What follows belongs to an exercise in optimizing a design on an open flow for small area; a production flow would make more cautious choices. In this exercise RTL edits were held to simulation tests only and were not proved equivalent to the original. Power and IR drop assume default switching activity.

red:
// UCIE_ctl_CNTL
module UCIE_ctl_CNTL (
	input 				i_rst_n,
	input 				i_fdi_lclk,
	input 		[3:0] 	i_fdi_lp_state_req,
	input 				i_fdi_lp_rx_active_sts,
	input				i_fdi_lp_linkerror,
	input 		[3:0] 	i_rdi_pl_state_sts,
	input 				i_rdi_pl_inband_pres,
	input 		[2:0] 	i_rdi_pl_speedmode,
	input 		[2:0] 	i_rdi_pl_lnk_cfg,
	input 				i_rdi_pl_phyinrecenter,
	input 				i_rdi_pl_error,
	input 				i_rdi_pl_cerror,
	input 				i_rdi_pl_nferror,
	input 				i_rdi_pl_trainerror,
	input  			 	i_csr_UCIe_Link_Control_Retrain,
	input 		[31:0] 	i_csr_ADVCAP,
	input 				i_tx_overflow,
	input 				i_rx_overflow,
	input 				i_sb_busy_flag,
	input 				i_sb_pl_valid,
	input 		[4:0] 	i_sb_pl_decode,
	input 		[31:0] 	i_sb_pl_adv_cap_val,
	input 				i_sb_src_error,
	input 				i_sb_dst_error,
	input 				i_sb_opcode_error,
	input 				i_sb_unsupported_message,
	input 				i_sb_parity_error,
	output reg 	[3:0] 	o_fdi_pl_state_sts,
	output reg 			o_fdi_pl_inband_pres,
	output 	 			o_fdi_pl_rx_active_req,
	output 	 	[2:0] 	o_fdi_pl_protocol,
	output 	 	[3:0] 	o_fdi_pl_protocol_flitfmt,
	output 	 			o_fdi_pl_protocol_vld,
	output 	 	[2:0]	o_fdi_pl_speedmode,
	output 	 	[2:0]	o_fdi_pl_lnk_cfg,
	output 				o_fdi_pl_error,
	output 				o_fdi_pl_cerror,
	output 				o_fdi_pl_nferror,
	output 				o_fdi_pl_phyinrecenter,
	output 				o_fdi_pl_trainerror,
	output reg 	[3:0] 	o_rdi_lp_state_req,
	output 	 			o_rdi_lp_linkerror,
	output reg 	[4:0]	o_sb_lp_decode,
	output 	 			o_sb_lp_valid,
	output 	 	[31:0]	o_sb_lp_adv_cap_val,
	output reg			o_csr_wr,
	output reg [7:0]	o_csr_addr,
	output reg [31:0] 	o_csr_wdata
);
Settings: LEC_CHECK=0, CAP_MARGIN=20, CORE_MARGIN=2, CORE_UTILIZATION=40, CTS_BUF_LIST=sky130_fd_sc_hd__clkbuf_8, SLEW_MARGIN=20; clock period 6.0 ns.
run.sh (not shown) runs the stock make flow with config.mk's settings and CLKGATE_MAP_FILE= SYNTH_SCRIPT=/design/flow/synth_recipe.tcl, a recipe that flattens the netlist after the stock synthesis.
red finished every stage and its layout cleared the timing, DRC and antenna checks.
Input-level comparison between blue and red:
- a deleted CTS_BUF_LIST that had been sky130_fd_sc_hd__clkbuf_8
==> flow/flow/run.sh (new file) <==
#!/bin/bash
set -euo pipefail
bash standard.sh finish "BUFFER_PORTS_ARGS=-buffer_cell sky130_fd_sc_hd__buf_1" > standard_flow.log 2>&1
==> flow/standard.sh (new file) <==
#!/bin/bash
# synth_recipe.tcl (not shown) runs the flow's synth.tcl, then flattens the netlist and writes it again
# the make line also repeats each setting of config.mk as NAME=value (left out here)
make -C /OpenROAD-flow-scripts/flow DESIGN_CONFIG=/design/flow/config.mk WORK_HOME=/design/flow/orfs CLKGATE_MAP_FILE= SYNTH_SCRIPT=/design/flow/synth_recipe.tcl "${@:-finish}"
removed: flow/run.sh
==> comparison <==
- red -> blue: number of buffers added to fix hold violations after cts delta 0, exact match
- In terms of switching component of the power, red and blue differ only marginally.
- red -> blue: area of the die delta 0, exact match
- red → blue: combinational power share has decreased, maximum frequency has increased, total buffers and inverters traversed by the critical path has decreased, final total power has decreased.
Here is what was changed in the inputs of green compared with blue.
==> flow/run.sh (new file) <==
#!/bin/bash
# synth_recipe.tcl (not shown) runs the flow's synth.tcl, then flattens the netlist and writes it again
# the make line also repeats each setting of config.mk as NAME=value (left out here)
make -C /OpenROAD-flow-scripts/flow DESIGN_CONFIG=/design/flow/config.mk WORK_HOME=/design/flow/orfs CLKGATE_MAP_FILE= SYNTH_SCRIPT=/design/flow/synth_recipe.tcl finish
removed: flow/flow/run.sh
removed: flow/standard.sh
### Flow results
Looking at global-route usage, green sits 3.0 points above blue. blue reports its type of the setup path with the least slack as reg2out while green reports in2out. green ends up with a power density normalized to cell area that is about 5% lower than in blue. blue → green: logic depth of the worst path, buffers included climbed 2; post-route cell area rose by 1200 um^2; minimum period implied by the final worst setup slack grew by 0.44 ns.
> inputs changed (green -> orange)
==> flow/flow/run.sh (new file) <==
#!/bin/bash
set -euo pipefail
bash standard.sh finish \
  "BUFFER_PORTS_ARGS=-buffer_cell sky130_fd_sc_hd__buf_1" \
  "CTS_ARGS=-sink_clustering_enable -repair_clock_nets -buf_list sky130_fd_sc_hd__clkbuf_8 -dont_use_dummy_load" \
  > standard_flow.log 2>&1
==> flow/standard.sh (new file) <==
#!/bin/bash
# synth_recipe.tcl (not shown) runs the flow's synth.tcl, then flattens the netlist and writes it again
# the make line also repeats each setting of config.mk as NAME=value (left out here)
make -C /OpenROAD-flow-scripts/flow DESIGN_CONFIG=/design/flow/config.mk WORK_HOME=/design/flow/orfs CLKGATE_MAP_FILE= SYNTH_SCRIPT=/design/flow/synth_recipe.tcl "${@:-finish}"
removed: flow/run.sh
Results
- Design internal power: orange lower than green
- A start-to-end type of the worst setup path of reg2out is what orange shows, while in2out belongs to green.
- Looking at most common library cell in the layout ignoring fill and taps, the clkdlybuf4s50_1 result is from green; the buf_1 one comes from orange.
- Relative to green, the share of the clock period used by the worst path of orange is lower by 7.3 points.
- Looking at timing endpoint of the critical path, the o_csr_wdata[11] result is from orange; the o_fdi_pl_protocol[1] one comes from green.
- orange ended up with a lower power than green did.
- Delta (orange minus green): number of global-route vias before repair decreased 348, average routed wire per standard cell shows a reduction of about 10%, cell area shows a reduction of 16%, clock network fraction of design power decreased 6.1 points.

-- separate check: timing with driven ports --
No port has a modelled driver above. Below, the same layouts with a new extraction and two added sets of constraints. Step 1: set_driving_cell puts a clkbuf_16 on i_fdi_lclk and a buf_2 on each other input, an assumption about the parent block. Step 2, shift: input delay + t, output delay - t, t = (earliest + latest rising clock arrival at the registers) / 2. This alone moves slack from input paths to output paths. a / b / c = no drivers / after step 1 / after step 2; a / b = the first two.
run	t, ns	setup WS [ns]	clock arrival spread, ns	slew at the worst register clock pin (ns)
red	0.411	0.624 / 0.595 / 0.595	0.007 / 0.006	0.10 / 0.10
blue	0.394	1.106 / 1.065 / 1.459	0.011 / 0.012	0.07 / 0.07
green	0.395	0.666 / 0.637 / 0.637	0.009 / 0.009	0.07 / 0.07
orange	0.409	1.105 / 1.071 / 1.480	0.036 / 0.036	0.11 / 0.11
After both steps every run listed still meets setup and hold.
